This design comes from an exercise in tuning for small area, a short achievable clock period and few clock cycles per item on the open sky130 flow, not from production work.
Where RTL was checked, it was by simulation tests only, not by an equivalence proof against the original.
Function not checked in runs 3 and 4: the RTL went through the layout flow alone.
Power and IR drop assume default switching activity.

<file path="design/flow/flow/run.sh">
#!/bin/bash
set -euo pipefail
export BUFFER_PORTS_ARGS="-buffer_cell sky130_fd_sc_hd__buf_1"
bash standard.sh > flow.log 2>&1
</file>
<file path="design/flow/standard.sh">
#!/bin/bash
# synth_recipe.tcl (not shown) runs the flow's synth.tcl, then flattens the netlist and writes it again
# the make line also repeats each setting of config.mk as NAME=value (left out here)
make -C /OpenROAD-flow-scripts/flow DESIGN_CONFIG=/design/flow/config.mk WORK_HOME=/design/flow/orfs CLKGATE_MAP_FILE= SYNTH_SCRIPT=/design/flow/synth_recipe.tcl "${@:-finish}"
</file>
<file path="design/flow/config.mk">
export PLATFORM = sky130hd
export DESIGN_NAME = riscv_base_divider
export DESIGN_NICKNAME = riscv_base_divider
export VERILOG_FILES = /design/flow/design.v
export SDC_FILE = /design/flow/constraint.sdc
export NUM_CORES = 4
export LEC_CHECK = 0
export CAP_MARGIN = 20
export CORE_MARGIN = 2
export CORE_UTILIZATION = 40
export SETUP_SLACK_MARGIN = 2.8
export SLEW_MARGIN = 20
</file>
<file path="design/flow/constraint.sdc">
create_clock -name core_clock -period 6.0 [get_ports {clk_i}]
set_input_delay 1.2000 -clock core_clock [delete_from_list [all_inputs] [get_ports {clk_i}]]
set_output_delay 1.2000 -clock core_clock [all_outputs]
set_load 0.01 [all_outputs]
</file>
<file path="design/flow/design.v">
module riscv_base_divider (
    input           clk_i,
    input           rst_i,
    input           opcode_valid_i,
    input  [31:0]   opcode_opcode_i,
    input  [31:0]   opcode_pc_i,
    input           opcode_invalid_i,
    input  [4:0]    opcode_rd_idx_i,
    input  [4:0]    opcode_ra_idx_i,
    input  [4:0]    opcode_rb_idx_i,
    input  [31:0]   opcode_ra_operand_i,
    input  [31:0]   opcode_rb_operand_i,
    output          writeback_valid_o,
    output [31:0]   writeback_value_o
);
    wire inst_div_w  = (opcode_opcode_i & 32'hfe00707f) == 32'h2004033;
    wire inst_divu_w = (opcode_opcode_i & 32'hfe00707f) == 32'h2005033;
    wire inst_rem_w  = (opcode_opcode_i & 32'hfe00707f) == 32'h2006033;
    wire inst_remu_w = (opcode_opcode_i & 32'hfe00707f) == 32'h2007033;
    wire div_rem_inst_w = inst_div_w | inst_divu_w | inst_rem_w | inst_remu_w;
    wire valid_req_w = opcode_valid_i & div_rem_inst_w & ~opcode_invalid_i;
    localparam [1:0] S_IDLE = 2'd0, S_SETUP = 2'd1, S_ITER = 2'd2;
    reg [1:0]  state_q;
    reg        valid_q;
    reg [32:0] rem_q;      
    reg [32:0] div_q;      
    reg [31:0] quo_q;      
    reg [5:0]  cnt_q;      
    reg [5:0]  mb_q;       
    reg        is_div_q;
    reg        an_q;       
    reg        sub_q;      
    reg        bzero_q;    
    function [5:0] sigbits;
        input [31:0] v;
        input        top;
        reg [31:0] y;
        reg [15:0] n1; reg [15:0] p1;
        reg [7:0]  n2; reg [15:0] p2;
        reg [3:0]  n3; reg [11:0] p3;
        reg [1:0]  n4; reg [7:0]  p4;
        integer i;
        begin
            y = v ^ {top, v[31:1]};
            for (i = 0; i < 16; i = i + 1) begin
                n1[i] = y[2*i+1] | y[2*i];
                p1[i] = y[2*i+1];
            end
            for (i = 0; i < 8; i = i + 1) begin
                n2[i] = n1[2*i+1] | n1[2*i];
                p2[2*i+:2] = n1[2*i+1] ? {1'b1, p1[2*i+1]} : {1'b0, p1[2*i]};
            end
            for (i = 0; i < 4; i = i + 1) begin
                n3[i] = n2[2*i+1] | n2[2*i];
                p3[3*i+:3] = n2[2*i+1] ? {1'b1, p2[2*(2*i+1)+:2]} : {1'b0, p2[2*(2*i)+:2]};
            end
            for (i = 0; i < 2; i = i + 1) begin
                n4[i] = n3[2*i+1] | n3[2*i];
                p4[4*i+:4] = n3[2*i+1] ? {1'b1, p3[3*(2*i+1)+:3]} : {1'b0, p3[3*(2*i)+:3]};
            end
            sigbits = {n4[1] | n4[0], n4[1] ? {1'b1, p4[7:4]} : {1'b0, p4[3:0]}};
        end
    endfunction
    wire        sgn_w   = ~opcode_opcode_i[12];
    wire        an_in_w = sgn_w & opcode_ra_operand_i[31];
    wire        bn_in_w = sgn_w & opcode_rb_operand_i[31];
    wire        sub_in_w = ~(an_in_w ^ bn_in_w);
    reg  [32:0] lowz_w;
    integer     m, e;
    always @* begin
        lowz_w = {~opcode_rb_operand_i, 1'b1};
        for (e = 1; e < 64; e = e * 2)
            for (m = 0; m < 33; m = m + 1)
                if (m % (2*e) == 2*e-1) lowz_w[m] = lowz_w[m] & lowz_w[m-e];
        for (e = 16; e >= 1; e = e / 2)
            for (m = 0; m < 33; m = m + 1)
                if (m >= 3*e-1 && (m - (3*e-1)) % (2*e) == 0) lowz_w[m] = lowz_w[m] & lowz_w[m-e];
    end
    reg  [33:0] pg_g, pg_p;
    integer     k, d;
    always @* begin
        pg_g = {rem_q & div_q, 1'b1};
        pg_p = {rem_q ^ div_q, 1'b0};
        for (d = 1; d < 64; d = d * 2)
            for (k = 0; k < 34; k = k + 1)
                if (k % (2*d) == 2*d-1) begin
                    pg_g[k] = pg_g[k] | (pg_p[k] & pg_g[k-d]);
                    pg_p[k] = pg_p[k] & pg_p[k-d];
                end
        for (d = 16; d >= 1; d = d / 2)
            for (k = 0; k < 34; k = k + 1)
                if (k >= 3*d-1 && (k - (3*d-1)) % (2*d) == 0) begin
                    pg_g[k] = pg_g[k] | (pg_p[k] & pg_g[k-d]);
                    pg_p[k] = pg_p[k] & pg_p[k-d];
                end
    end
    wire [32:0] hp_w    = rem_q ^ div_q;
    wire [32:0] t_w     = hp_w ^ pg_g[32:0];
    wire        tzero_w = &hp_w;
    wire        acc_w   = an_q ? (t_w[32] | tzero_w) : ~t_w[32];
    wire [5:0]  s_w      = cnt_q - mb_q;
    reg  [32:0] dsh_w;
    integer     j;
    always @* begin
        dsh_w = div_q;
        for (j = 0; j < 6; j = j + 1)
            if (s_w[j]) dsh_w = (dsh_w << (1 << j)) | ((33'd1 << (1 << j)) - 33'd1);
    end
    wire        negq_w   = is_div_q & ~sub_q & ~bzero_q;
    wire        presub_w = acc_w & ~(is_div_q & sub_q);
    wire        last_w   = (cnt_q == 6'd0);
    wire       early_w = (state_q == S_SETUP) & (cnt_q < mb_q);
    wire       idle_w  = (state_q == S_IDLE) | early_w;
    always @(posedge clk_i or posedge rst_i) begin
        if (rst_i) begin
            state_q <= S_IDLE;
            valid_q <= 1'b0;
        end else begin
            valid_q <= 1'b0;
            case (state_q)
                S_IDLE:  if (valid_req_w) state_q <= S_SETUP;
                S_SETUP: if (early_w) begin
                             if (!valid_req_w) state_q <= S_IDLE;
                         end else if (bzero_q | ~acc_w | tzero_w) begin
                             state_q <= S_IDLE;
                             valid_q <= 1'b1;
                         end else
                             state_q <= S_ITER;
                default: if (last_w) begin
                             state_q <= S_IDLE;
                             valid_q <= 1'b1;
                         end
            endcase
        end
    end
    wire [5:0] ma_in_w = sigbits(opcode_ra_operand_i, an_in_w);
    wire [5:0] mb_in_w = sigbits(opcode_rb_operand_i, bn_in_w);
    always @(posedge clk_i) begin
        case ({idle_w, state_q})
            {1'b1, S_IDLE}, {1'b1, S_SETUP}: begin
                quo_q    <= 32'd0;
                is_div_q <= ~opcode_opcode_i[13];
                an_q     <= an_in_w;
                sub_q    <= sub_in_w;
                bzero_q  <= (opcode_rb_operand_i == 32'd0);
                rem_q    <= {an_in_w, opcode_ra_operand_i};
                div_q    <= {bn_in_w, opcode_rb_operand_i} ^ ({33{sub_in_w}} | lowz_w);
                cnt_q    <= {1'b0, ma_in_w[4:0]} + {5'd0, ma_in_w[5]} + {5'd0, an_in_w};
                mb_q     <= {1'b0, mb_in_w[4:0]} + {5'd0, mb_in_w[5]};
            end
            {1'b0, S_SETUP}: begin
                if (presub_w & ~bzero_q) rem_q <= t_w;
                quo_q <= {{31{bzero_q | (negq_w & acc_w)}},
                          bzero_q | (negq_w & acc_w) | (tzero_w & is_div_q & sub_q)};
                div_q <= dsh_w;
                cnt_q <= s_w;
            end
            default: begin
                if (acc_w) rem_q <= t_w;
                quo_q <= {quo_q[30:0], acc_w ^ negq_w};
                div_q <= {div_q[32], div_q[32:1]};
                cnt_q <= cnt_q - 6'd1;
            end
        endcase
    end
    assign writeback_valid_o = valid_q | early_w;
    assign writeback_value_o = is_div_q ? quo_q : rem_q[31:0];
endmodule
</file>
==> metrics.cfg, run 1 <==
[run_status]
run_status = complete, no violations

[layout]
post_route_cell_area_um2 = 13360
fin_nets = 1596
synthToLayoutAreaGrowth_pct = 30.05
layout.cells.most_common = sky130_fd_sc_hd__nand2_1
num_antenna_cells = 0
fill_cells = 2287
final_layout_size_suffix_gt1_share_pct = 25.57
mostFrequentLayoutCells = sky130_fd_sc_hd__nand2_1 (115), sky130_fd_sc_hd__buf_1 (85), sky130_fd_sc_hd__a21oi_1 (82)

[detailed_routing]
routedWlPerCell_um = 21.84
drtPass1Iterations = 6
route.final.wire_length_um = 37100
detailroute.via_count = 10180
route.detailed.vias_per_inst = 5.989
first_iter_violations = 1094
antenna_left = 0
detail_route.drc_violations = 0

[power_and_ir_drop]
clkPwrFrac_pct = 22.7
peakVddDrop_uv = 162.1
p_leak_uw = 0.005790
portion_of_total_power_attributed_to_combinational_logic_pct = 54.3
power_switching_share_pct = 41.91
power-per-cell-area_nw_per_um2 = 318.6
power_switching_uw = 1784
internal_power_uw = 2473
p_seq_share_pct = 23.0

[clock_network]
cts-buffers-inserted = 17
cts_num_sinks = 117
clock_insertion_delay_worst_skew_ns = 0.42
tritoncts = done
cts_root_buf = sky130_fd_sc_hd__clkbuf_16
cts.clk_slew.worst_paths_ns = 0.05
max-clock-path-buffers = 2
cts.htree.levels = 4
holdBufCountCts = 0

[yosys]
postSynth.asyncResetShare_pct = 2.564
synth_enable_flop_cells = 45
synth-compound-area-share_pct = 22.18
synth-seq-area-share_pct = 27.32
yosys.area_share.adder_pct = 12.64
synth_simple_gate_area_share_pct = 15.34
synth_xor_area_share_pct = 5.199
syn-num-nets = 1426
yosys_most_used_dff = sky130_fd_sc_hd__dfxtp_1
synth.cell_area_um2 = 10280
combinational_family_with_the_most_area_after_synthesis = compound AO/OA/AOI/OAI gates
synthesis.instances = 1186
synth-warning-count = 1
synth_mux_area_share_pct = 11.81
syn-mean-instance-area_um2 = 8.665
yosys.cell_types.count = 79
postSynthRegisterBits = 117

[critical_path]
timing.critical_path.from_type = register
rr_endpoint = rem_q[0]$_DFFE_PP_
endpoint_kind = register
critical_path_class = register to register
critPathMaxFanout = 6
worst_ep_required_time_ns = 6.13
ff_to_ff_start = rem_q[1]$_DFFE_PP_
worst-r2r-setup-slack_ns = 2.33
worst_ep_arrival_time_ns = 3.79
worstRegToRegCells = 17

[sta]
finalHoldViolCount = 0
slew_headroom_pct = 44.92
finalClockSkew_ns = 0.01635
fin_crit_sh_pct = 61.09
layout_min_cycle_time_ns = 3.665
setup-tns-final_ns = 0
final-setup-viol-count = 0
grt_setup_unrepaired = true
fmax_ghz = 0.2728
timing_max_transition_violations_final = 0
worst_slew_pin_slew_ns = 0.8188

[floorplanning]
die_area_um2 = 26990
die_w_um = 164.3
design.portCount = 180
fp.dieH_um = 164.3
initial_core_util_pct = 40.81
fp.coreArea_um2 = 25180
std_cell_rows = 58

[grt]
vias_in_the_first_global_route = 9760
maximum_number_of_pins_on_one_net_before_global_route_repair = 69
initial_antenna_violation_count = 1
overall_fraction_of_global_route_tracks_in_use_pct = 27.36
grt_first_pass_wirelength_um = 56030
grt_overflow_total = 0

[worst_hold_path]
hold-path-endpoint = quo_q[16]$_DFF_P_
hold_path_depth = 1
timing.hold.worst.class = register to register
hp-start = quo_q[15]$_DFF_P_

[flow_run]
max_cap_viol_count = 0

[placement]
place_hpwl_um = 26260
place.port_buffers = 117
placed_area_um2 = 11260
gp_routability_congestion = 0.9666

==> state kept, by name (all words and copies together), names as in the netlist <==
signal    count
div_q        33
rem_q        33
quo_q        32
cnt_q         6
mb_q          6
state_q       2
an_q          1
bzero_q       1
is_div_q      1
sub_q         1
valid_q       1
==> critical path: stages, from the launching register on <==
cell	delay [ns]
sky130_fd_sc_hd__edfxtp_1	0.40
sky130_fd_sc_hd__ha_1	0.32
sky130_fd_sc_hd__nor2b_1	0.13
sky130_fd_sc_hd__o21ai_1	0.15
sky130_fd_sc_hd__a21oi_1	0.13
sky130_fd_sc_hd__a211oi_4	0.34
sky130_fd_sc_hd__o31ai_4	0.12
sky130_fd_sc_hd__a21oi_2	0.21
sky130_fd_sc_hd__o21ai_2	0.10
sky130_fd_sc_hd__fa_2	0.41
sky130_fd_sc_hd__xnor2_4	0.16
sky130_fd_sc_hd__nand3_2	0.10
sky130_fd_sc_hd__o21a_4	0.19
sky130_fd_sc_hd__nand2b_4	0.08
sky130_fd_sc_hd__a21boi_4	0.18
sky130_fd_sc_hd__buf_6	0.15
sky130_fd_sc_hd__buf_6	0.10
sky130_fd_sc_hd__buf_12	0.11
==> synth_stat cells (5+ instances only) <==
| library cell | n | area [um^2] |
|---|---|---|
| sky130_fd_sc_hd__a21o_1 | 59 | 442.9 |
| sky130_fd_sc_hd__nor2b_1 | 20 | 125.1 |
| sky130_fd_sc_hd__or3_1 | 6 | 37.54 |
| sky130_fd_sc_hd__a32oi_1 | 6 | 52.55 |
| sky130_fd_sc_hd__nand4_1 | 15 | 93.84 |
| sky130_fd_sc_hd__a221oi_1 | 7 | 61.31 |
| sky130_fd_sc_hd__inv_1 | 73 | 274.0 |
| sky130_fd_sc_hd__xor2_1 | 11 | 96.34 |
| sky130_fd_sc_hd__buf_2 | 14 | 70.07 |
| sky130_fd_sc_hd__ha_1 | 75 | 938.4 |
| sky130_fd_sc_hd__o21bai_1 | 6 | 45.04 |
| sky130_fd_sc_hd__o21ai_1 | 7 | 35.03 |
| sky130_fd_sc_hd__xnor2_1 | 50 | 437.9 |
| sky130_fd_sc_hd__nor2_1 | 84 | 315.3 |
| sky130_fd_sc_hd__nand3_1 | 19 | 95.09 |
| sky130_fd_sc_hd__a2bb2oi_1 | 9 | 78.83 |
| sky130_fd_sc_hd__buf_1 | 8 | 30.03 |
| sky130_fd_sc_hd__o22ai_1 | 18 | 112.6 |
| sky130_fd_sc_hd__o211ai_1 | 7 | 52.55 |
| sky130_fd_sc_hd__o221ai_1 | 5 | 43.79 |
| sky130_fd_sc_hd__mux2_2 | 40 | 450.4 |
| sky130_fd_sc_hd__clkbuf_1 | 37 | 138.9 |
| sky130_fd_sc_hd__mux4_2 | 12 | 270.3 |
| sky130_fd_sc_hd__edfxtp_1 | 45 | 1351 |
| sky130_fd_sc_hd__o21ai_0 | 45 | 225.2 |
| sky130_fd_sc_hd__mux2i_1 | 47 | 470.5 |
| sky130_fd_sc_hd__dfxtp_1 | 69 | 1381 |
| sky130_fd_sc_hd__nand2b_1 | 10 | 62.56 |
| sky130_fd_sc_hd__nor4_1 | 8 | 50.05 |
| sky130_fd_sc_hd__a31oi_1 | 15 | 93.84 |
| sky130_fd_sc_hd__nand2_1 | 117 | 439.2 |
| sky130_fd_sc_hd__a21oi_1 | 93 | 465.5 |
| sky130_fd_sc_hd__o31ai_1 | 8 | 60.06 |
| sky130_fd_sc_hd__a211oi_1 | 12 | 90.09 |
| sky130_fd_sc_hd__fa_1 | 18 | 360.4 |
| sky130_fd_sc_hd__and2_1 | 6 | 37.54 |
| sky130_fd_sc_hd__nor3_1 | 24 | 120.1 |
==> metrics by stage <==
step / worst slack [ns] / hold slack [ns] / std cells / power [uW] / util, %
3_3_place_gp: 1.649 / 0.4304 / 1586 / 2893 / 44.71
5_1_grt: 2.203 / 0.4702 / 1699 / 4461 / 53.07
6_report: 2.335 / 0.4511 / 1699 / 4258 / 53.07
3_5_place_dp: 1.575 / 0.4356 / 1586 / 2911 / 44.71
2_1_floorplan: 2.398 / 0.4244 / 1186 / 2434 / -
4_1_cts: 2.396 / 0.4522 / 1669 / 4065 / 51.05
==> cells by family after synthesis <==
group | count (synthesis)
AO/OA/AOI/OAI | 342
AND/OR/NAND/NOR | 332
buffers and inverters | 140
flip-flops | 117
multiplexers | 101
adder cells (fa/ha/maj) | 93
XOR/XNOR | 61
==> layer usage <==
metal	wire [um]	GRT usage, %	vias up	share of wire, %
li1	-	-	4708	-
met1	16060	38.52	4899	43
met2	17120	42.98	490	46
met3	2968	4.242	77	8.0
met4	939	8.612	2	2.5
met5	13	0	-	0.035
==> power groups by stage <==
| stage | clock, uW | combinational [uW] | sequential, uW |
|---|---|---|---|
| 5_1_grt | 1010 | 2470 | 981 |
| 6_report | 967 | 2310 | 978 |
| 4_1_cts | 972 | 2120 | 974 |
| 3_5_place_dp | 0 | 1920 | 990 |
| 2_1_floorplan | 0 | 1490 | 946 |
| 3_3_place_gp | 0 | 1900 | 988 |
==> final cells by class <==
type	count	area (um^2)	area share, %
Timing Repair Buffer	212	1521	11.38
Tap cell	330	412.9	3.090
Sequential cell	117	2825	21.14
Multi-Input combinational cell	931	7720	57.77
Inverter	76	324.1	2.425
Clock buffer	25	506.7	3.792
Timing Repair inverter	1	7.507	0.05617
Clock inverter	7	46.29	0.3464
==> how the worst max path moves through the flow <==
stage | start | to | slack [ns]
global placement | opcode_ra_operand_i[31] | cnt_q[2]$_DFF_P_ | 1.65
global route | rem_q[1]$_DFFE_PP_ | quo_q[7]$_DFF_P_ | 2.20
CTS | rem_q[16]$_DFFE_PP_ | rem_q[20]$_DFFE_PP_ | 2.40
finish | rem_q[1]$_DFFE_PP_ | rem_q[0]$_DFFE_PP_ | 2.33
detailed placement | opcode_ra_operand_i[31] | cnt_q[2]$_DFF_P_ | 1.58
floorplan | rem_q[16]$_DFFE_PP_ | rem_q[0]$_DFFE_PP_ | 2.40
==> what timing repair did <==
action,CTS,global route
pin swaps,30,35
gates cloned,7,1
resized for setup,135,79
endpoints found under the setup margin,103,100
setup buffers,44,29
Testbench counts, summed over its fixed seeds: cycles 23,427, divs 3,200.
==> run 2, diff against run 1 <==
--- a/design/flow/config.mk
+++ b/design/flow/config.mk
@@ -9,4 +9,4 @@
 export CORE_MARGIN = 2
 export CORE_UTILIZATION = 40
-export SETUP_SLACK_MARGIN = 2.8
+export SETUP_SLACK_MARGIN = 2.0
 export SLEW_MARGIN = 20
==> metrics.cfg, run 2 <==
[grt]
grt_overflow_total = 0  ; unchanged
maximum_number_of_pins_on_one_net_before_global_route_repair = 69  ; unchanged
vias_in_the_first_global_route = 8886  ; -9.0%
initial_antenna_violation_count = 0  ; -1
overall_fraction_of_global_route_tracks_in_use_pct = 25.33  ; -2.0 points
grt_first_pass_wirelength_um = 51690  ; -7.7%

[sta]
fin_crit_sh_pct = 63.11  ; +2.0 points
worst_slew_pin_slew_ns = 0.9576  ; +0.1387 ns
slew_headroom_pct = 34.51  ; -10 points
setup-tns-final_ns = 0  ; unchanged
layout_min_cycle_time_ns = 3.786  ; +0.1210 ns
final-setup-viol-count = 0  ; unchanged
finalClockSkew_ns = 0.01148  ; -0.004862 ns
fin_ws_ns = 2.214  ; -0.1210 ns
timing_max_transition_violations_final = 0  ; unchanged
holdWs_ns = 0.4494  ; -0.001676 ns
finalHoldViolCount = 0  ; unchanged
grt_setup_unrepaired = true
fmax_ghz = 0.2641  ; -3.2%

[yosys]
post_synth_most_frequent_cells = sky130_fd_sc_hd__nand2_1 (117), sky130_fd_sc_hd__a21oi_1 (93), sky130_fd_sc_hd__nor2_1 (84)
synth_enable_flop_cells = 45  ; unchanged
synth.largest_area_cell = sky130_fd_sc_hd__dfxtp_1
synth-warning-count = 1  ; unchanged
yosys.area.top_type_share_pct = 13.44  ; unchanged
syn-mean-instance-area_um2 = 8.665  ; unchanged
ys_top_cells_by_area = sky130_fd_sc_hd__dfxtp_1 (13%), sky130_fd_sc_hd__edfxtp_1 (13%), sky130_fd_sc_hd__ha_1 (9.1%)
synth.cell_area_um2 = 10280  ; unchanged
syn-num-nets = 1426  ; unchanged
yosys.cell_count.top_type = sky130_fd_sc_hd__nand2_1
synth-seq-area-share_pct = 27.32  ; unchanged
postSynthRegisterBits = 117  ; unchanged
yosys_most_used_dff = sky130_fd_sc_hd__dfxtp_1
postSynth.asyncResetShare_pct = 2.564  ; unchanged
synthesis.instances = 1186  ; unchanged
yosys.cell_types.count = 79  ; unchanged

[layout]
fill_cells = 2487  ; +8.7%
layout.cells.most_common = sky130_fd_sc_hd__buf_1
synthToLayoutAreaGrowth_pct = 15.03
num_antenna_cells = 0  ; unchanged
fin_nets = 1525  ; -4.4%
mostFrequentLayoutCells = sky130_fd_sc_hd__buf_1 (117), sky130_fd_sc_hd__nand2_1 (116), sky130_fd_sc_hd__a21oi_1 (92)
final_layout_size_suffix_gt1_share_pct = 11.09  ; -14 points
largest_registers = div_q x33, rem_q x33, quo_q x32

[placement]
gp_routability_congestion = 0.9392  ; -2.8%
place_worst_setup_slack_ns = 1.128  ; -0.4474 ns
place.port_buffers = 117  ; unchanged
place_hpwl_um = 26040  ; -0.86%

[detailed_routing]
first_iter_violations = 935  ; -15%
antenna_left = 0  ; unchanged
drtPass1Iterations = 6  ; unchanged
detail_route.drc_violations = 0  ; unchanged
route.detailed.vias_per_inst = 5.924  ; -1.1%
route.final.wire_length_um = 33970  ; -8.5%
routedWlPerCell_um = 20.86  ; -4.5%
detailroute.via_count = 9644  ; -5.2%

[clock_network]
tritoncts = done
cts.htree.levels = 4  ; unchanged
cts-buffers-inserted = 17  ; unchanged
max-clock-path-buffers = 2  ; unchanged
cts.clk_slew.worst_paths_ns = 0.06  ; about the same
cts_num_sinks = 117  ; unchanged
clock_insertion_delay_worst_skew_ns = 0.42  ; about the same
cts_root_buf = sky130_fd_sc_hd__clkbuf_16

[run_status]
run_status = complete, no violations

[critical_path]
worst_ep_arrival_time_ns = 3.92  ; +0.13 ns
worst_ep_required_time_ns = 6.13  ; about the same
timing.critical_path.from_type = register
critPathMaxFanout = 16  ; +10
endpoint_kind = register
critical_path_class = register to register

[power_and_ir_drop]
p_leak_uw = 0.005197  ; -10%
peakVddDrop_uv = 244.8  ; +51%
power-per-cell-area_nw_per_um2 = 341.9  ; +7.3%

[floorplanning]
die_area_um2 = 26990  ; unchanged
fp.dieH_um = 164.3  ; unchanged
die_w_um = 164.3  ; unchanged
initial_core_util_pct = 40.81  ; unchanged
std_cell_rows = 58  ; unchanged
fp.coreArea_um2 = 25180  ; unchanged
design.portCount = 180  ; unchanged

[flow_run]
max_cap_viol_count = 0  ; unchanged

[worst_hold_path]
timing.hold.worst.class = register to register

==> run 2: cell counts after synthesis <==
No cell type changed its count.
==> run 2: area by class of cell <==
cell class                 instances  area [um^2]  share of cell area, %
inverter                          76        285.3                  2.413
tap                              330        412.9                  3.493
sequential                       117         2811                  23.79
clock inverter                    12        125.1                  1.059
timing repair buffer             144        674.4                  5.706
multi-input combinational        929         7010                  59.31
clock buffer                      20        500.5                  4.234
==> run 2: final timing paths <==
kind | start | to | slack [ns] | cells after the start
max | rem_q[4]$_DFFE_PP_ | rem_q[22]$_DFFE_PP_ | 2.21 | 15
min | quo_q[5]$_DFF_P_ | quo_q[6]$_DFF_P_ | 0.45 | 1
max reg2reg | rem_q[4]$_DFFE_PP_ | rem_q[22]$_DFFE_PP_ | 2.21 | 15
min reg2reg | quo_q[5]$_DFF_P_ | quo_q[6]$_DFF_P_ | 0.45 | 1
max in group asynchronous | rst_i | state_q[1]$_DFFE_PP0P_ | 5.26 | 2
min in group asynchronous | rst_i | state_q[0]$_DFFE_PP0P_ | 0.60 | 2
==> run 2: power breakdown <==
group	switching (uW)	internal [uW]
combinational	1180	808
sequential	83.3	883
clock	429	658
==> run 2: metal layers <==
metal,global-route usage (%),wire (um)
met1,35.35,15110
met2,39.67,15400
met3,5.404,2794
met4,6.659,665
met5,0,0
==> run 2: critical path, cell delays in order, from the launching register on <==
cell and delay (ns):
sky130_fd_sc_hd__edfxtp_1 0.42, sky130_fd_sc_hd__ha_1 0.37, sky130_fd_sc_hd__a21o_1 0.20, sky130_fd_sc_hd__a21o_1 0.18, sky130_fd_sc_hd__a211oi_2 0.21, sky130_fd_sc_hd__buf_4 0.16, sky130_fd_sc_hd__o31ai_4 0.11, sky130_fd_sc_hd__a21oi_2 0.20
sky130_fd_sc_hd__o21ai_1 0.12, sky130_fd_sc_hd__fa_1 0.42, sky130_fd_sc_hd__xnor2_2 0.18, sky130_fd_sc_hd__nand3_1 0.10, sky130_fd_sc_hd__o21a_1 0.19, sky130_fd_sc_hd__o21ai_1 0.12, sky130_fd_sc_hd__a21boi_4 0.29, sky130_fd_sc_hd__buf_12 0.20
==> run 2: cell families (layout without fill, tap and decap cells) <==
| logic type | after synthesis | in the layout | share of synthesized area [%] |
|---|---|---|---|
| AND/OR/NAND/NOR | 332 | 332 | 15.34 |
| buffers and inverters | 140 | 252 | 5.503 |
| AO/OA/AOI/OAI | 342 | 342 | 22.18 |
| multiplexers | 101 | 101 | 11.81 |
| adder cells (fa/ha/maj) | 93 | 93 | 12.64 |
| flip-flops | 117 | 117 | 27.32 |
| XOR/XNOR | 61 | 61 | 5.199 |
==> run 2: through the flow <==
stage | power (uW) | instance area [um^2] | std cells | utilization (%)
floorplan | 2403 | 10290 | 1186 | -
global placement | 2868 | 11030 | 1587 | 43.80
detailed placement | 2880 | 11030 | 1587 | 43.80
CTS | 3979 | 11690 | 1622 | 46.44
global route | 4243 | 11820 | 1628 | 46.94
finish | 4042 | 11820 | 1628 | 46.94
==> run 2: timing repair <==
item / in CTS / in global routing
setup endpoints to repair: 66 / 70
pin swaps: 2 / 4
buffers inserted: 3 / 6
resized for setup: 4 / 18
hold buffers: 0 / 0
==> run 3, diff against run 2 <==
--- a/design/flow/design.v
+++ b/design/flow/design.v
@@ -31,9 +31,9 @@
     reg        an_q;       
     reg        sub_q;      
-    reg        bzero_q;    
     function [5:0] sigbits;
         input [31:0] v;
         input        top;
         reg [31:0] y;
+        reg [31:0] x;
         reg [15:0] n1; reg [15:0] p1;
         reg [7:0]  n2; reg [15:0] p2;
@@ -43,7 +43,8 @@
         begin
             y = v ^ {top, v[31:1]};
+            x = {y[30:0], 1'b1};
             for (i = 0; i < 16; i = i + 1) begin
-                n1[i] = y[2*i+1] | y[2*i];
-                p1[i] = y[2*i+1];
+                n1[i] = x[2*i+1] | x[2*i];
+                p1[i] = x[2*i+1];
             end
             for (i = 0; i < 8; i = i + 1) begin
@@ -59,5 +60,5 @@
                 p4[4*i+:4] = n3[2*i+1] ? {1'b1, p3[3*(2*i+1)+:3]} : {1'b0, p3[3*(2*i)+:3]};
             end
-            sigbits = {n4[1] | n4[0], n4[1] ? {1'b1, p4[7:4]} : {1'b0, p4[3:0]}};
+            sigbits = y[31] ? 6'd32 : {1'b0, n4[1] ? {1'b1, p4[7:4]} : {1'b0, p4[3:0]}};
         end
     endfunction
@@ -99,5 +100,5 @@
     wire        tzero_w = &hp_w;
     wire        acc_w   = an_q ? (t_w[32] | tzero_w) : ~t_w[32];
-    wire [5:0]  s_w      = cnt_q - mb_q;
+    wire [6:0]  s_w      = {1'b0, cnt_q} - {1'b0, mb_q} + {6'd0, an_q};
     reg  [32:0] dsh_w;
     integer     j;
@@ -107,8 +108,9 @@
             if (s_w[j]) dsh_w = (dsh_w << (1 << j)) | ((33'd1 << (1 << j)) - 33'd1);
     end
+    wire        bzero_q  = (mb_q == 6'd0) & (an_q ^ sub_q);
     wire        negq_w   = is_div_q & ~sub_q & ~bzero_q;
     wire        presub_w = acc_w & ~(is_div_q & sub_q);
     wire        last_w   = (cnt_q == 6'd0);
-    wire       early_w = (state_q == S_SETUP) & (cnt_q < mb_q);
+    wire       early_w = (state_q == S_SETUP) & s_w[6];
     wire       idle_w  = (state_q == S_IDLE) | early_w;
     always @(posedge clk_i or posedge rst_i) begin
@@ -143,9 +145,8 @@
                 an_q     <= an_in_w;
                 sub_q    <= sub_in_w;
-                bzero_q  <= (opcode_rb_operand_i == 32'd0);
                 rem_q    <= {an_in_w, opcode_ra_operand_i};
                 div_q    <= {bn_in_w, opcode_rb_operand_i} ^ ({33{sub_in_w}} | lowz_w);
-                cnt_q    <= {1'b0, ma_in_w[4:0]} + {5'd0, ma_in_w[5]} + {5'd0, an_in_w};
-                mb_q     <= {1'b0, mb_in_w[4:0]} + {5'd0, mb_in_w[5]};
+                cnt_q    <= ma_in_w;
+                mb_q     <= mb_in_w;
             end
             {1'b0, S_SETUP}: begin
@@ -154,5 +155,5 @@
                           bzero_q | (negq_w & acc_w) | (tzero_w & is_div_q & sub_q)};
                 div_q <= dsh_w;
-                cnt_q <= s_w;
+                cnt_q <= s_w[5:0];
             end
             default: begin
--- a/design/flow/config.mk
+++ b/design/flow/config.mk
@@ -9,4 +9,5 @@
 export CORE_MARGIN = 2
 export CORE_UTILIZATION = 40
-export SETUP_SLACK_MARGIN = 2.0
+export CTS_BUF_LIST = sky130_fd_sc_hd__clkbuf_8
+export SETUP_SLACK_MARGIN = 2.4
 export SLEW_MARGIN = 20
==> metrics.cfg, run 3 <==
[run_status]
run_status = complete, no violations

[layout]
final_layout_size_suffix_gt1_share_pct = 15.69  ; +4.6 points
num_antenna_cells = 0  ; unchanged
largest_registers = div_q x33, rem_q x33, quo_q x32
mostFrequentLayoutCells = sky130_fd_sc_hd__nand2_1 (142), sky130_fd_sc_hd__buf_1 (116), sky130_fd_sc_hd__a21oi_1 (87)
stdcell_count = 1649  ; +1.3%
fill_cells = 2463  ; -0.97%
fin_nets = 1533  ; +0.52%
layout.cells.most_common = sky130_fd_sc_hd__nand2_1
synthToLayoutAreaGrowth_pct = 17.65

[yosys]
yosys.area.top_type_share_pct = 13.61  ; +0.17 points
yosys.cell_types.count = 82  ; +3.8%
synthesis.instances = 1179  ; -0.59%
ys_top_cells_by_area = sky130_fd_sc_hd__dfxtp_1 (14%), sky130_fd_sc_hd__edfxtp_1 (13%), sky130_fd_sc_hd__ha_1 (7.8%)
postSynth.asyncResetShare_pct = 2.586  ; +0.022 points
synth-seq-area-share_pct = 27.36  ; +0.041 points
synth.cell_area_um2 = 10150  ; -1.2%
synth_enable_flop_cells = 44  ; -2.2%
synth.largest_area_cell = sky130_fd_sc_hd__dfxtp_1
post_synth_most_frequent_cells = sky130_fd_sc_hd__nand2_1 (142), sky130_fd_sc_hd__a21oi_1 (92), sky130_fd_sc_hd__nor2_1 (82)
synth-warning-count = 1  ; unchanged
syn-mean-instance-area_um2 = 8.610  ; -0.63%
yosys_most_used_dff = sky130_fd_sc_hd__dfxtp_1
postSynthRegisterBits = 116  ; -0.85%
yosys.cell_count.top_type = sky130_fd_sc_hd__nand2_1
syn-num-nets = 1406  ; -1.4%

[power_and_ir_drop]
power_switching_uw = 1609  ; -4.9%
internal_power_uw = 2195  ; -6.5%
power_switching_share_pct = 42.29  ; +0.41 points
peakVddDrop_uv = 150.7  ; -38%
p_seq_share_pct = 26.4  ; +2.5 points
portion_of_total_power_attributed_to_combinational_logic_pct = 54.1  ; +4.9 points
power-per-cell-area_nw_per_um2 = 318.5  ; -6.8%
p_leak_uw = 0.005090  ; -2.1%
clkPwrFrac_pct = 19.5  ; -7.4 points

[sta]
timing_max_transition_violations_final = 0  ; unchanged
layout_min_cycle_time_ns = 3.989  ; +0.2028 ns
worst_slew_pin_slew_ns = 1.092  ; +0.1346 ns
fin_ws_ns = 2.011  ; -0.2028 ns
final-setup-viol-count = 0  ; unchanged
fmax_ghz = 0.2507  ; -5.1%
finalHoldViolCount = 0  ; unchanged
holdWs_ns = 0.4493  ; -0.00003900 ns
grt_setup_unrepaired = true
slew_headroom_pct = 26.52  ; -8.0 points
fin_crit_sh_pct = 66.49  ; +3.4 points
finalClockSkew_ns = 0.01191  ; +0.0004253 ns
setup-tns-final_ns = 0  ; unchanged

[floorplanning]
design.portCount = 180  ; unchanged
fp.dieH_um = 163.3  ; -0.59%
fp.coreArea_um2 = 25040  ; -0.58%
die_area_um2 = 26670  ; -1.2%
initial_core_util_pct = 40.54  ; -0.26 points
die_w_um = 163.3  ; -0.59%
std_cell_rows = 58  ; unchanged

[detailed_routing]
first_iter_violations = 849  ; -9.2%
antenna_left = 0  ; unchanged
detail_route.drc_violations = 0  ; unchanged
detailroute.via_count = 9472  ; -1.8%
drtPass1Iterations = 8  ; +2
routedWlPerCell_um = 19.04  ; -8.8%
route.final.wire_length_um = 31390  ; -7.6%
route.detailed.vias_per_inst = 5.744  ; -3.0%

[grt]
overall_fraction_of_global_route_tracks_in_use_pct = 23.17  ; -2.2 points
grt_overflow_total = 0  ; unchanged
vias_in_the_first_global_route = 8948  ; +0.70%
initial_antenna_violation_count = 0  ; unchanged
maximum_number_of_pins_on_one_net_before_global_route_repair = 81  ; +17%
grt_first_pass_wirelength_um = 48310  ; -6.5%

[critical_path]
timing.critical_path.from_type = register
worst-r2r-setup-slack_ns = 2.37  ; +0.16 ns
ff_to_ff_start = rem_q[8]$_DFFE_PP_
worst_ep_arrival_time_ns = 2.79  ; -1.13 ns
endpoint_kind = output pin
critical_path_class = register to output pin
worst_ep_required_time_ns = 4.80  ; -1.33 ns
rr_endpoint = quo_q[0]$_DFF_P_
worstRegToRegCells = 17  ; +2
critPathMaxFanout = 3  ; -13
crit_path_start = mb_q[0]$_SDFFCE_PP0P_
critical_path.endpoint = writeback_valid_o

[clock_network]
cts_num_sinks = 116  ; -0.85%
tritoncts = done
cts-buffers-inserted = 17  ; unchanged
cts.htree.levels = 4  ; unchanged
max-clock-path-buffers = 2  ; unchanged
clock_insertion_delay_worst_skew_ns = 0.46  ; +0.04 ns
cts_root_buf = sky130_fd_sc_hd__clkbuf_8
holdBufCountCts = 0  ; unchanged
cts.clk_slew.worst_paths_ns = 0.08  ; +0.02 ns

[placement]
place.port_buffers = 117  ; unchanged
place_worst_setup_slack_ns = 1.778  ; +0.6499 ns
place_inst = 1582  ; -0.32%
place_hpwl_um = 22560  ; -13%
gp_routability_congestion = 0.9174  ; -2.3%

[flow_run]
max_cap_viol_count = 0  ; unchanged

[worst_hold_path]
timing.hold.worst.class = register to register

-- run 3: cell count changes after synthesis, sizes merged, moves of 5 or more --
cell     previous run  this run
o31ai               8         2
nor2b              20        12
mux2i              47        23
nand2             118       142
o21ai              53        70
clkbuf             37        28
o22ai              19         9
a32oi               6         1
xor2               11        22
mux4               12        19
a2bb2oi             9         4
ha                 75        63
-- run 3: worst min path at each step --
| stage | startpoint | endpoint | depth (start not counted) |
|---|---|---|---|
| 3_5_place_dp | quo_q[4]$_DFF_P_ | quo_q[5]$_DFF_P_ | 1 |
| 3_3_place_gp | quo_q[28]$_DFF_P_ | quo_q[29]$_DFF_P_ | 1 |
| 5_1_grt | quo_q[6]$_DFF_P_ | quo_q[7]$_DFF_P_ | 1 |
| 6_report | quo_q[28]$_DFF_P_ | quo_q[29]$_DFF_P_ | 1 |
| 2_1_floorplan | quo_q[9]$_DFF_P_ | quo_q[10]$_DFF_P_ | 1 |
| 4_1_cts | quo_q[4]$_DFF_P_ | quo_q[5]$_DFF_P_ | 1 |
-- run 3: stage by stage --
step                utilization, %  area, um^2  power [uW]
floorplan                        -       10160        2325
global placement             43.43       10870        2782
detailed placement           43.43       10870        2784
CTS                          46.38       11610        3600
global route                 47.70       11940        4035
finish                       47.70       11940        3804
-- run 3: area by class of cell --
class / instances / area (um^2) / share of cell area [%]
clock buffer: 17 / 234.0 / 1.959
clock inverter: 15 / 150.1 / 1.257
inverter: 75 / 290.3 / 2.431
multi-input combinational: 933 / 7153 / 59.90
sequential: 116 / 2786 / 23.33
tap: 330 / 412.9 / 3.457
timing repair buffer: 163 / 915.9 / 7.669
-- run 3: per-layer routing --
| metal | wire, um | track usage (%) | vias to the layer above |
|---|---|---|---|
| li1 | - | - | 4563 |
| met1 | 13730 | 31.15 | 4531 |
| met2 | 14930 | 38.47 | 334 |
| met3 | 2018 | 3.885 | 44 |
| met4 | 715 | 6.275 | 0 |
| met5 | 0 | 0 | - |
-- run 3: power by group through the flow --
stage	clock network, uW	registers, uW	logic [uW]
3_3_place_gp	0	1020	1770
6_report	741	1000	2060
4_1_cts	748	1000	1850
2_1_floorplan	0	967	1360
3_5_place_dp	0	1020	1770
5_1_grt	780	1010	2240
-- run 3: cells by family (layout without fill, tap and decap cells) --
group | Yosys count | count (layout) | synth area share, %
xor+xnor | 75 | 75 | 6.471
compound gates | 335 | 339 | 21.61
mux | 85 | 85 | 11.25
fa+ha+maj | 80 | 80 | 11.12
flops | 116 | 116 | 27.36
simple gates | 354 | 354 | 16.54
buf+inv | 134 | 270 | 5.645
-- run 3: critical path, cell delays in order (launching register included) --
cell and delay (ns):
sky130_fd_sc_hd__edfxtp_1 0.44, sky130_fd_sc_hd__ha_1 0.29, sky130_fd_sc_hd__inv_1 0.09, sky130_fd_sc_hd__ha_4 0.14
sky130_fd_sc_hd__inv_2 0.03, sky130_fd_sc_hd__fa_2 0.33, sky130_fd_sc_hd__nand2b_4 0.17, sky130_fd_sc_hd__a21o_1 0.20
sky130_fd_sc_hd__a311oi_4 0.33, sky130_fd_sc_hd__a31o_2 0.21, sky130_fd_sc_hd__buf_6 0.10
-- run 3: repair_timing --
item | CTS | global route
resized for setup | 38 | 33
setup endpoints to repair | 118 | 83
pin swaps | 14 | 14
setup buffers | 15 | 13
gates cloned | 2 | 5
==> run 4, diff against run 3 <==
--- a/design/flow/config.mk
+++ b/design/flow/config.mk
@@ -9,5 +9,4 @@
 export CORE_MARGIN = 2
 export CORE_UTILIZATION = 40
-export CTS_BUF_LIST = sky130_fd_sc_hd__clkbuf_8
 export SETUP_SLACK_MARGIN = 2.4
 export SLEW_MARGIN = 20
==> metrics.cfg, run 4 <==
[run_status]
run_status = complete, no violations

[clock_network]
cts-buffers-inserted = 17  ; unchanged
tritoncts = done
clock_insertion_delay_worst_skew_ns = 0.44  ; -0.02 ns
cts_num_sinks = 116  ; unchanged
cts_root_buf = sky130_fd_sc_hd__clkbuf_16
cts.htree.levels = 4  ; unchanged
cts.clk_slew.worst_paths_ns = 0.06  ; -0.02 ns
max-clock-path-buffers = 2  ; unchanged

[layout]
largest_registers = div_q x33, rem_q x33, quo_q x32
layout.cells.most_common = sky130_fd_sc_hd__nand2_1
mostFrequentLayoutCells = sky130_fd_sc_hd__nand2_1 (142), sky130_fd_sc_hd__buf_1 (116), sky130_fd_sc_hd__a21oi_1 (87)
stdcell_count = 1651  ; +0.12%
final_layout_size_suffix_gt1_share_pct = 15.97  ; +0.28 points
layout_utilization_pct = 48.60  ; +0.89 points
synthToLayoutAreaGrowth_pct = 19.86
fin_nets = 1535  ; +0.13%
num_antenna_cells = 0  ; unchanged

[flow_run]
max_cap_viol_count = 0  ; unchanged

[critical_path]
worst_path_dominant_cell_family = adder cells
worstRegToRegCells = 16  ; -1
worst_ep_arrival_time_ns = 2.75  ; -0.04 ns
worst_ep_required_time_ns = 4.80  ; about the same
endpoint_kind = output pin
worst-r2r-setup-slack_ns = 2.42  ; +0.05 ns
critical_path.cell_chain = ha_1 -> inv_1 -> ha_4 -> inv_2 -> fa_2 -> nand2b_4 -> a21o_1 -> a311oi_4 -> a31o_2 -> buf_6
crit_path_top_delay_cell = sky130_fd_sc_hd__edfxtp_1
rr_endpoint = rem_q[4]$_DFFE_PP_
cp_slowest_stage_delay_ns = 0.43  ; about the same
ff_to_ff_start = rem_q[8]$_DFFE_PP_
critPathMaxFanout = 3  ; unchanged
timing.critical_path.from_type = register
critical_path_class = register to output pin
critical_path.n_buffers_inverters = 3  ; unchanged

[yosys]
postSynthRegisterBits = 116  ; unchanged
yosys.area.top_type_share_pct = 13.61  ; unchanged
synth-seq-area-share_pct = 27.36  ; unchanged
yosys.cell_count.top_type = sky130_fd_sc_hd__nand2_1
yosys.cell_types.count = 82  ; unchanged
ys_top_cells_by_area = sky130_fd_sc_hd__dfxtp_1 (14%), sky130_fd_sc_hd__edfxtp_1 (13%), sky130_fd_sc_hd__ha_1 (7.8%)
yosys_most_used_dff = sky130_fd_sc_hd__dfxtp_1
synthesis.instances = 1179  ; unchanged
syn-mean-instance-area_um2 = 8.610  ; unchanged
postSynth.asyncResetShare_pct = 2.586  ; unchanged
post_synth_most_frequent_cells = sky130_fd_sc_hd__nand2_1 (142), sky130_fd_sc_hd__a21oi_1 (92), sky130_fd_sc_hd__nor2_1 (82)
syn-num-nets = 1406  ; unchanged
synth.largest_area_cell = sky130_fd_sc_hd__dfxtp_1
synth.cell_area_um2 = 10150  ; unchanged
synth-warning-count = 1  ; unchanged
synth_enable_flop_cells = 44  ; unchanged

[sta]
final-setup-viol-count = 0  ; unchanged
timing_max_transition_violations_final = 0  ; unchanged
setup-tns-final_ns = 0  ; unchanged
layout_min_cycle_time_ns = 3.947  ; -0.04255 ns
finalClockSkew_ns = 0.01472  ; +0.002808 ns
fin_crit_sh_pct = 65.78  ; -0.71 points
grt_setup_unrepaired = true
fmax_ghz = 0.2534  ; +1.1%
worst_slew_pin_slew_ns = 0.9696  ; -0.1225 ns
finalHoldViolCount = 0  ; unchanged
slew_headroom_pct = 34.89  ; +8.4 points

[detailed_routing]
drtPass1Iterations = 6  ; -2
first_iter_violations = 798  ; -6.0%
route.detailed.vias_per_inst = 5.758  ; +0.25%
routedWlPerCell_um = 18.88  ; -0.82%
route.final.wire_length_um = 31170  ; -0.70%
detailroute.via_count = 9507  ; +0.37%
detail_route.drc_violations = 0  ; unchanged
antenna_left = 0  ; unchanged

[grt]
grt.busiest_layer = met2
grt_first_pass_wirelength_um = 48400  ; +0.20%
maximum_number_of_pins_on_one_net_before_global_route_repair = 81  ; unchanged
grt_use_met1_pct = 31.23  ; +0.079 points
overall_fraction_of_global_route_tracks_in_use_pct = 23.34  ; +0.17 points
grtUsageMet2_pct = 37.96  ; -0.52 points
grt_overflow_total = 0  ; unchanged
initial_antenna_violation_count = 0  ; unchanged
gr-usage-met3_pct = 4.114  ; +0.23 points
vias_in_the_first_global_route = 8978  ; +0.34%

[worst_hold_path]
hp-start = quo_q[4]$_DFF_P_
hold-path-endpoint = quo_q[5]$_DFF_P_
timing.hold.worst.class = register to register
hold_path_depth = 1  ; unchanged

[floorplanning]
std_cell_rows = 58  ; unchanged
die_area_um2 = 26670  ; unchanged
design.portCount = 180  ; unchanged
fp.dieH_um = 163.3  ; unchanged
die_w_um = 163.3  ; unchanged
fp.coreArea_um2 = 25040  ; unchanged
initial_core_util_pct = 40.54  ; unchanged

[placement]
place_hpwl_um = 22560  ; unchanged
place.port_buffers = 117  ; unchanged
place_inst = 1582  ; unchanged
gp_routability_congestion = 0.9174  ; unchanged

[power_and_ir_drop]
power-per-cell-area_nw_per_um2 = 333.3  ; +4.6%
peakVddDrop_uv = 226.5  ; +50%
p_leak_uw = 0.005193  ; +2.0%

## run 4: changes by cell type in the layout (fill, tap and decap cells not counted), moves of 2 or more
cell and delta:
sky130_fd_sc_hd__clkbuf_1 +4, sky130_fd_sc_hd__buf_4 +2, sky130_fd_sc_hd__o22a_4 -2, sky130_fd_sc_hd__clkbuf_8 -17, sky130_fd_sc_hd__clkbuf_16 +19, sky130_fd_sc_hd__inv_1 -5
## run 4: final cells by class
type,count,area (um^2)
clock buffers,22,465.4
well taps,330,412.9
multi-input cells,930,7122
inverters,75,290.3
flip-flops and latches,116,2786
repair buffers,168,984.7
fillers,2436,12870
clock inverters,10,105.1
## run 4: how the worst max path moves through the flow
| stage | from | to | slack, ns | cells after the start |
|---|---|---|---|---|
| 6_report | mb_q[0]$_SDFFCE_PP0P_ | writeback_valid_o | 2.05 | 10 |
| 3_5_place_dp | an_q$_DFFE_PP_ | rem_q[3]$_DFFE_PP_ | 1.78 | 11 |
| 2_1_floorplan | an_q$_DFFE_PP_ | writeback_valid_o | 2.42 | 10 |
| 3_3_place_gp | an_q$_DFFE_PP_ | rem_q[3]$_DFFE_PP_ | 1.81 | 11 |
| 4_1_cts | mb_q[0]$_SDFFCE_PP0P_ | writeback_valid_o | 2.05 | 10 |
| 5_1_grt | mb_q[0]$_SDFFCE_PP0P_ | writeback_valid_o | 1.96 | 10 |
## run 4: kinds of logic after synthesis
family | share of synthesized area [%]
muxes | 11.25
adders and majority gates | 11.12
AOI/OAI and AO/OA | 21.61
and+or+nand+nor | 16.54
xor gates and xnor gates | 6.471
buffers and inverters | 5.645
DFF | 27.36
## run 4: report_power, final
group | switching, uW | internal [uW]
Combinational | 1150 | 893
Clock | 380 | 630
Sequential | 110 | 896
## run 4: per-layer routing
| metal | vias to the layer above | share of wire [%] | wire, um |
|---|---|---|---|
| met5 | - | 0 | 0 |
| met4 | 0 | 2.4 | 763 |
| met3 | 52 | 6.7 | 2074 |
| met2 | 338 | 48 | 14900 |
| met1 | 4557 | 43 | 13440 |
| li1 | 4560 | - | - |
## run 4: worst reg2reg max path, delay by kind of cell (launching register included)
| kind | cells | cell delay, ns |
|---|---|---|
| AO/OA/AOI/OAI | 8 | 1.32 |
| flip-flops | 1 | 0.45 |
| XOR/XNOR | 1 | 0.25 |
| buffers and inverters | 3 | 0.41 |
| adder cells (fa/ha/maj) | 2 | 0.64 |
| AND/OR/NAND/NOR | 2 | 0.28 |
## run 4: timing repair
item,4_1_cts,5_1_grt
endpoints found under the setup margin,118,83
pin swaps,13,19
resized for setup,40,31
hold buffers,0,0
buffers inserted,16,15
gates cloned,2,3
## run 4: through the flow
| stage | hold slack [ns] | setup slack [ns] | cell area (um^2) | power, uW |
|---|---|---|---|---|
| 6_report | 0.4479 | 2.053 | 12170 | 4055 |
| 5_1_grt | 0.4750 | 1.956 | 12170 | 4288 |
| 4_1_cts | 0.4496 | 2.053 | 11820 | 3872 |
| 3_5_place_dp | 0.4350 | 1.778 | 10870 | 2784 |
| 3_3_place_gp | 0.4295 | 1.806 | 10870 | 2782 |
| 2_1_floorplan | 0.4248 | 2.418 | 10160 | 2325 |
==> run 5, diff against run 4 <==
--- a/design/flow/design.v
+++ b/design/flow/design.v
@@ -112,5 +112,5 @@
     wire        presub_w = acc_w & ~(is_div_q & sub_q);
     wire        last_w   = (cnt_q == 6'd0);
-    wire       early_w = (state_q == S_SETUP) & s_w[6];
+    wire       early_w = (state_q == S_SETUP) & ~an_q & (cnt_q < mb_q);
     wire       idle_w  = (state_q == S_IDLE) | early_w;
     always @(posedge clk_i or posedge rst_i) begin
==> metrics.cfg, run 5 <==
[critical_path]
endpoint_kind = register
timing.critical_path.from_type = register
worst_ep_required_time_ns = 6.32  ; +1.52 ns
timing.critical_path.depth = 18  ; +8
critical_path_class = register to register
crit_path_top_delay_cell = sky130_fd_sc_hd__edfxtp_1
critical_path.cell_chain = ha_4 -> a21o_1 -> a21o_1 -> a21oi_2 -> o21a_1 -> nor2_1 -> a21oi_2 -> o21ai_2 -> fa_2 -> xnor2_2 -> nand3_1 -> o21a_1 -> ha_2 -> nor2_4 -> nor2_4 -> buf_12 -> buf_12 -> a21o_1
cp_slowest_stage_delay_ns = 0.45  ; +0.02 ns
worstRegToRegCells = 18  ; +2
worst_path_dominant_cell_family = compound AO/OA/AOI/OAI gates
critPathMaxFanout = 8  ; +5
critical_path.n_buffers_inverters = 2  ; -1
worst_path_most_repeated_cell = sky130_fd_sc_hd__a21o_1
worst_ep_arrival_time_ns = 3.84  ; +1.09 ns

[sta]
fmax_ghz = 0.2838  ; +12%
slew_headroom_pct = 38.77  ; +3.9 points
grt_setup_unrepaired = true
worst_slew_pin_slew_ns = 0.9139  ; -0.05571 ns
finalClockSkew_ns = 0.01015  ; -0.004569 ns
final-setup-viol-count = 0  ; unchanged
timing_max_transition_violations_final = 0  ; unchanged
fin_crit_sh_pct = 58.73  ; -7.1 points
fin_ws_ns = 2.476  ; +0.4230 ns
finalHoldViolCount = 0  ; unchanged
layout_min_cycle_time_ns = 3.524  ; -0.4230 ns
setup-tns-final_ns = 0  ; unchanged

[clock_network]
max-clock-path-buffers = 2  ; unchanged
cts.htree.levels = 4  ; unchanged
cts_root_buf = sky130_fd_sc_hd__clkbuf_16
holdBufCountCts = 0  ; unchanged
cts.clk_slew.worst_paths_ns = 0.06  ; about the same
cts-buffers-inserted = 17  ; unchanged
clock_insertion_delay_worst_skew_ns = 0.43  ; about the same
tritoncts = done
cts_num_sinks = 116  ; unchanged

[floorplanning]
initial_core_util_pct = 40.50  ; -0.043 points
fp.coreArea_um2 = 24960  ; -0.29%
fp.dieH_um = 163.0  ; -0.19%
die_area_um2 = 26570  ; -0.39%
std_cell_rows = 58  ; unchanged
design.portCount = 180  ; unchanged
die_w_um = 163.0  ; -0.19%

[yosys]
postSynth.asyncResetShare_pct = 2.586  ; unchanged
synthesis.instances = 1174  ; -0.42%
postSynthRegisterBits = 116  ; unchanged
synth.cell_area_um2 = 10110  ; -0.39%
yosys.cell_types.count = 86  ; +4.9%
combinational_family_with_the_most_area_after_synthesis = compound AO/OA/AOI/OAI gates
syn-num-nets = 1402  ; -0.28%
yosys.area.top_type_share_pct = 13.66  ; +0.054 points
synth_xor_area_share_pct = 6.818  ; +0.35 points
syn-mean-instance-area_um2 = 8.612  ; about the same
synth-warning-count = 1  ; unchanged
synth-seq-area-share_pct = 27.47  ; +0.11 points
synth-compound-area-share_pct = 21.48  ; -0.12 points
yosys.cell_count.top_type = sky130_fd_sc_hd__nand2_1
ys_top_cells_by_area = sky130_fd_sc_hd__dfxtp_1 (14%), sky130_fd_sc_hd__edfxtp_1 (13%), sky130_fd_sc_hd__ha_1 (7.7%)
post_synth_most_frequent_cells = sky130_fd_sc_hd__nand2_1 (148), sky130_fd_sc_hd__a21oi_1 (79), sky130_fd_sc_hd__inv_1 (74)
synth.largest_area_cell = sky130_fd_sc_hd__dfxtp_1
yosys.area_share.adder_pct = 11.43  ; +0.32 points
synth_mux_area_share_pct = 11.64  ; +0.39 points
synth_enable_flop_cells = 44  ; unchanged
synth_simple_gate_area_share_pct = 15.65  ; -0.89 points
yosys_most_used_dff = sky130_fd_sc_hd__dfxtp_1

[layout]
mostFrequentLayoutCells = sky130_fd_sc_hd__nand2_1 (147), sky130_fd_sc_hd__buf_1 (117), sky130_fd_sc_hd__inv_1 (73)
fin_nets = 1528  ; -0.46%
fill_cells = 2433  ; -0.12%
final_layout_size_suffix_gt1_share_pct = 14.32  ; -1.7 points
largest_registers = div_q x33, rem_q x33, quo_q x32
synthToLayoutAreaGrowth_pct = 18.92
num_antenna_cells = 0  ; unchanged
layout.cells.most_common = sky130_fd_sc_hd__nand2_1

[run_status]
run_status = complete, no violations

[worst_hold_path]
hold_path_depth = 1  ; unchanged
timing.hold.worst.class = register to register

[power_and_ir_drop]
clkPwrFrac_pct = 28.9  ; +4.0 points
p_leak_uw = 0.005239  ; +0.88%
internal_power_uw = 2322  ; -4.0%
power_switching_share_pct = 39.38  ; -0.95 points
p_seq_share_pct = 25.1  ; +0.3 points
peakVddDrop_uv = 192.3  ; -15%
portion_of_total_power_attributed_to_combinational_logic_pct = 46.0  ; -4.3 points
power_switching_uw = 1508  ; -7.8%
power-per-cell-area_nw_per_um2 = 318.5  ; -4.4%

[grt]
maximum_number_of_pins_on_one_net_before_global_route_repair = 53  ; -35%
overall_fraction_of_global_route_tracks_in_use_pct = 24.40  ; +1.1 points
initial_antenna_violation_count = 0  ; unchanged
grt_overflow_total = 0  ; unchanged
vias_in_the_first_global_route = 8978  ; unchanged
grt_first_pass_wirelength_um = 50070  ; +3.4%

[placement]
place_worst_setup_slack_ns = 1.716  ; -0.06224 ns
place_hpwl_um = 24240  ; +7.4%
place.port_buffers = 117  ; unchanged
gp_routability_congestion = 0.9298  ; +1.4%

[detailed_routing]
route.detailed.vias_per_inst = 5.790  ; +0.55%
first_iter_violations = 869  ; +8.9%
route.final.wire_length_um = 32900  ; +5.5%
antenna_left = 0  ; unchanged
detailroute.via_count = 9513  ; +0.063%
routedWlPerCell_um = 20.02  ; +6.1%
detail_route.drc_violations = 0  ; unchanged
drtPass1Iterations = 6  ; unchanged

[flow_run]
max_cap_viol_count = 0  ; unchanged

[run 5: cell count changes in the layout (fill, tap and decap cells not counted), moves of 6 or more]
| cell | before | now |
|---|---|---|
| sky130_fd_sc_hd__a211oi_1 | 13 | 6 |
| sky130_fd_sc_hd__a21oi_1 | 87 | 72 |
| sky130_fd_sc_hd__buf_4 | 35 | 42 |
| sky130_fd_sc_hd__buf_6 | 7 | 1 |
| sky130_fd_sc_hd__mux2i_1 | 20 | 46 |
| sky130_fd_sc_hd__mux4_2 | 19 | 10 |
| sky130_fd_sc_hd__nor2_1 | 81 | 56 |
| sky130_fd_sc_hd__nor3_1 | 24 | 30 |
[run 5: logic make-up (layout without fill, tap and decap cells)]
group | after synthesis | in the layout
adders and majority gates | 81 | 81
buffers and inverters | 137 | 274
muxes | 100 | 100
xor gates and xnor gates | 74 | 75
AOI/OAI and AO/OA | 332 | 332
DFF | 116 | 116
and+or+nand+nor | 334 | 335
[run 5: cell type report]
type / instances / area, um^2 / share of cell area [%]
inverter: 75 / 285.3 / 2.373
timing repair buffer: 167 / 905.9 / 7.534
sequential: 116 / 2785 / 23.16
clock inverter: 15 / 203.9 / 1.696
multi-input combinational: 923 / 7005 / 58.26
tap: 330 / 412.9 / 3.434
clock buffer: 17 / 425.4 / 3.538
[run 5: layer usage]
layer | wire, um | track usage (%) | vias to the layer above
li1 | - | - | 4518
met5 | 0 | 0 | -
met1 | 14480 | 33.11 | 4523
met2 | 14790 | 38.02 | 386
met4 | 1365 | 10.46 | 0
met3 | 2268 | 4.533 | 86
[run 5: path summary, 6_finish.rpt]
path / from / to / slack [ns]
max in group asynchronous: rst_i / state_q[1]$_DFFE_PP0P_ / 5.25
setup / recovery: rem_q[16]$_DFFE_PP_ / quo_q[17]$_DFF_P_ / 2.48
hold / removal: quo_q[25]$_DFF_P_ / quo_q[26]$_DFF_P_ / 0.45
hold reg to reg: quo_q[25]$_DFF_P_ / quo_q[26]$_DFF_P_ / 0.45
min in group asynchronous: rst_i / state_q[0]$_DFFE_PP0P_ / 0.61
setup reg to reg: rem_q[16]$_DFFE_PP_ / quo_q[17]$_DFF_P_ / 2.48
[run 5: power by group through the flow]
stage | sequential [uW] | combinational (uW) | clock [uW]
after floorplan | 926 | 1180 | 0
after global placement | 974 | 1560 | 0
after detailed placement | 975 | 1570 | 0
after CTS | 958 | 1640 | 1110
after global routing | 967 | 1890 | 1150
final | 962 | 1760 | 1110
[run 5: what timing repair did]
item                                    CTS  global route
pin swaps                                 4            12
gates resized for setup                  20            28
endpoints found under the setup margin   96            80
cloned                                    0             3
buffers inserted                          9            16
[run 5: metrics by stage]
stage / total power [uW] / hold slack [ns] / util [%] / area (um^2) / cells
2_1_floorplan: 2111 / 0.4248 / - / 10110 / 1174
3_3_place_gp: 2531 / 0.4298 / 43.64 / 10890 / 1583
3_5_place_dp: 2542 / 0.4330 / 43.64 / 10890 / 1583
4_1_cts: 3710 / 0.4522 / 46.79 / 11680 / 1624
5_1_grt: 4007 / 0.4664 / 48.17 / 12020 / 1643
6_report: 3830 / 0.4486 / 48.17 / 12020 / 1643
Testbench counts of run 5, summed over its fixed seeds: cycles 23,597, divs 3,200.
==> run 6, diff against run 5 <==
--- a/design/flow/config.mk
+++ b/design/flow/config.mk
@@ -9,4 +9,5 @@
 export CORE_MARGIN = 2
 export CORE_UTILIZATION = 40
-export SETUP_SLACK_MARGIN = 2.4
+export CTS_BUF_LIST = sky130_fd_sc_hd__clkbuf_8
+export SETUP_SLACK_MARGIN = 2.6
 export SLEW_MARGIN = 20
==> metrics.cfg, run 6 <==
[detailed_routing]
detailroute.via_count = 9677  ; +1.7%
detail_route.drc_violations = 0  ; unchanged
antenna_left = 0  ; unchanged
route.final.wire_length_um = 33520  ; +1.9%
routedWlPerCell_um = 20.18  ; +0.77%
drtPass1Iterations = 6  ; unchanged
first_iter_violations = 906  ; +4.3%
route.detailed.vias_per_inst = 5.826  ; +0.62%

[power_and_ir_drop]
power-per-cell-area_nw_per_um2 = 301.9  ; -5.2%
finalPower_uw = 3659  ; -4.5%
p_leak_uw = 0.005297  ; +1.1%
peakVddDrop_uv = 166.9  ; -13%

[clock_network]
cts.htree.levels = 4  ; unchanged
tritoncts = done
cts_num_sinks = 116  ; unchanged
cts_root_buf = sky130_fd_sc_hd__clkbuf_8
clock_insertion_delay_worst_skew_ns = 0.47  ; +0.04 ns
holdBufCountCts = 0  ; unchanged
cts-buffers-inserted = 17  ; unchanged
cts.clk_slew.worst_paths_ns = 0.08  ; +0.02 ns
max-clock-path-buffers = 2  ; unchanged

[sta]
setup-tns-final_ns = 0  ; unchanged
fmax_ghz = 0.2842  ; +0.15%
layout_min_cycle_time_ns = 3.518  ; -0.005430 ns
fin_crit_sh_pct = 58.64  ; -0.091 points
timing_max_transition_violations_final = 0  ; unchanged
grt_setup_unrepaired = true
worst_slew_pin_slew_ns = 0.8813  ; -0.03262 ns
finalHoldViolCount = 0  ; unchanged
finalClockSkew_ns = 0.01660  ; +0.006447 ns
slew_headroom_pct = 40.96  ; +2.2 points
final-setup-viol-count = 0  ; unchanged

[placement]
place_hpwl_um = 24020  ; -0.89%
gp_routability_congestion = 0.9496  ; +2.1%
place.port_buffers = 117  ; unchanged

[critical_path]
rr_endpoint = quo_q[0]$_DFF_P_
worstRegToRegCells = 17  ; -1
critPathMaxFanout = 8  ; unchanged
crit_path_start = rem_q[12]$_DFFE_PP_
worst_ep_required_time_ns = 6.35  ; +0.03 ns
worst_ep_arrival_time_ns = 3.87  ; +0.03 ns
timing.critical_path.from_type = register
worst-r2r-setup-slack_ns = 2.48  ; about the same
ff_to_ff_start = rem_q[12]$_DFFE_PP_
critical_path_class = register to register
critical_path.endpoint = quo_q[0]$_DFF_P_
endpoint_kind = register

[grt]
grt_overflow_total = 0  ; unchanged
vias_in_the_first_global_route = 9054  ; +0.85%
grt_first_pass_wirelength_um = 51200  ; +2.3%
initial_antenna_violation_count = 0  ; unchanged
overall_fraction_of_global_route_tracks_in_use_pct = 25.14  ; +0.74 points
maximum_number_of_pins_on_one_net_before_global_route_repair = 53  ; unchanged

[yosys]
ys_top_cells_by_area = sky130_fd_sc_hd__dfxtp_1 (14%), sky130_fd_sc_hd__edfxtp_1 (13%), sky130_fd_sc_hd__ha_1 (7.7%)
synth-warning-count = 1  ; unchanged
syn-mean-instance-area_um2 = 8.612  ; unchanged
synthesis.instances = 1174  ; unchanged
yosys.cell_types.count = 86  ; unchanged
synth_enable_flop_cells = 44  ; unchanged
postSynthRegisterBits = 116  ; unchanged
synth.largest_area_cell = sky130_fd_sc_hd__dfxtp_1
yosys.cell_count.top_type = sky130_fd_sc_hd__nand2_1
syn-num-nets = 1402  ; unchanged
post_synth_most_frequent_cells = sky130_fd_sc_hd__nand2_1 (148), sky130_fd_sc_hd__a21oi_1 (79), sky130_fd_sc_hd__inv_1 (74)
yosys.area.top_type_share_pct = 13.66  ; unchanged
postSynth.asyncResetShare_pct = 2.586  ; unchanged
yosys_most_used_dff = sky130_fd_sc_hd__dfxtp_1
synth.cell_area_um2 = 10110  ; unchanged
synth-seq-area-share_pct = 27.47  ; unchanged

[flow_run]
max_cap_viol_count = 0  ; unchanged

[layout]
synthToLayoutAreaGrowth_pct = 19.87
num_antenna_cells = 0  ; unchanged
mostFrequentLayoutCells = sky130_fd_sc_hd__nand2_1 (147), sky130_fd_sc_hd__buf_1 (116), sky130_fd_sc_hd__inv_1 (74)
fin_nets = 1546  ; +1.2%
layout.cells.most_common = sky130_fd_sc_hd__nand2_1
final_layout_size_suffix_gt1_share_pct = 16.68  ; +2.4 points
largest_registers = div_q x33, rem_q x33, quo_q x32

[run_status]
run_status = complete, no violations

[worst_hold_path]
timing.hold.worst.class = register to register

[floorplanning]
initial_core_util_pct = 40.50  ; unchanged
fp.coreArea_um2 = 24960  ; unchanged
fp.dieH_um = 163.0  ; unchanged
std_cell_rows = 58  ; unchanged
die_area_um2 = 26570  ; unchanged
design.portCount = 180  ; unchanged
die_w_um = 163.0  ; unchanged

## run 6: changes by cell type in the layout (fill, tap and decap cells not counted), moves of 3 or more
cell / before / now
sky130_fd_sc_hd__buf_4: 42 / 53
sky130_fd_sc_hd__clkbuf_8: 0 / 17
sky130_fd_sc_hd__buf_12: 5 / 8
sky130_fd_sc_hd__clkbuf_16: 18 / 2
## run 6: area by class of cell
class | count | area (um^2)
well taps | 330 | 412.9
flip-flops and latches | 116 | 2786
clock inverters | 15 | 156.4
clock buffers | 17 | 234.0
multi-input cells | 923 | 7112
fillers | 2434 | 12840
repair buffers | 185 | 1134
inverters | 75 | 285.3
## run 6: stage by stage
stage                     cell area, um^2  util [%]  hold slack, ns  std cells  setup WS (ns)
final                               12120     48.55          0.4491       1661          2.482
after global routing                12120     48.55          0.4790       1661          2.319
after CTS                           11780     47.19          0.4575       1638          2.510
after detailed placement            10870     43.54          0.4360       1578          1.773
after global placement              10870     43.54          0.4307       1578          1.848
after floorplan                     10130         -          0.4248       1174          2.625
## run 6: cell families after synthesis
family	after synthesis	synth area share [%]
AND/OR/NAND/NOR	334	15.65
flip-flops	116	27.47
AO/OA/AOI/OAI	332	21.48
multiplexers	100	11.64
XOR/XNOR	74	6.819
buffers and inverters	137	5.494
adder cells (fa/ha/maj)	81	11.43
## run 6: critical path, cell delays in order (launching register included)
cell	delay, ns
sky130_fd_sc_hd__edfxtp_1	0.46
sky130_fd_sc_hd__ha_4	0.27
sky130_fd_sc_hd__a21o_1	0.15
sky130_fd_sc_hd__a21o_1	0.15
sky130_fd_sc_hd__a21o_1	0.21
sky130_fd_sc_hd__o21ai_2	0.19
sky130_fd_sc_hd__nor2_2	0.06
sky130_fd_sc_hd__a21oi_2	0.23
sky130_fd_sc_hd__o21ai_2	0.09
sky130_fd_sc_hd__fa_2	0.36
sky130_fd_sc_hd__xnor2_2	0.21
sky130_fd_sc_hd__nand3_1	0.10
sky130_fd_sc_hd__o21a_1	0.12
sky130_fd_sc_hd__ha_2	0.18
sky130_fd_sc_hd__nor2_4	0.12
sky130_fd_sc_hd__nor2_4	0.07
sky130_fd_sc_hd__buf_12	0.20
sky130_fd_sc_hd__a211o_1	0.22
## run 6: how the worst min path moves through the flow
stage,start,to,slack [ns],cells after the start
floorplan,quo_q[9]$_DFF_P_,quo_q[10]$_DFF_P_,0.42,1
global placement,quo_q[14]$_DFF_P_,quo_q[15]$_DFF_P_,0.43,1
detailed placement,quo_q[13]$_DFF_P_,quo_q[14]$_DFF_P_,0.44,1
CTS,quo_q[20]$_DFF_P_,quo_q[21]$_DFF_P_,0.46,1
global route,quo_q[4]$_DFF_P_,quo_q[5]$_DFF_P_,0.48,1
finish,quo_q[24]$_DFF_P_,quo_q[25]$_DFF_P_,0.45,1
## run 6: where the power goes
group          switching [uW]  internal (uW)
Clock                     378            372
Sequential               96.8            868
Combinational            1060            883
## run 6: metal layers
layer	wire length (um)	GRT usage, %
met1	14570	34.34
met2	15220	39.75
met3	2455	4.533
met4	1263	9.252
met5	0	0
## run 6: timing repair
action | CTS | global route
endpoints found under the setup margin | 103 | 108
cloned | 5 | 0
endpoints found under the hold margin | 0 | 0
gates resized for setup | 43 | 36
pin swaps | 20 | 19
setup buffers | 23 | 23

Check on run 6: ideal ports give 2.482 ns setup slack; a clkbuf_16 on the clock port and buf_2 on the inputs give 2.482 ns; moving port delays by the midpoint clock arrival (0.499 ns) as well gives 2.187 ns.
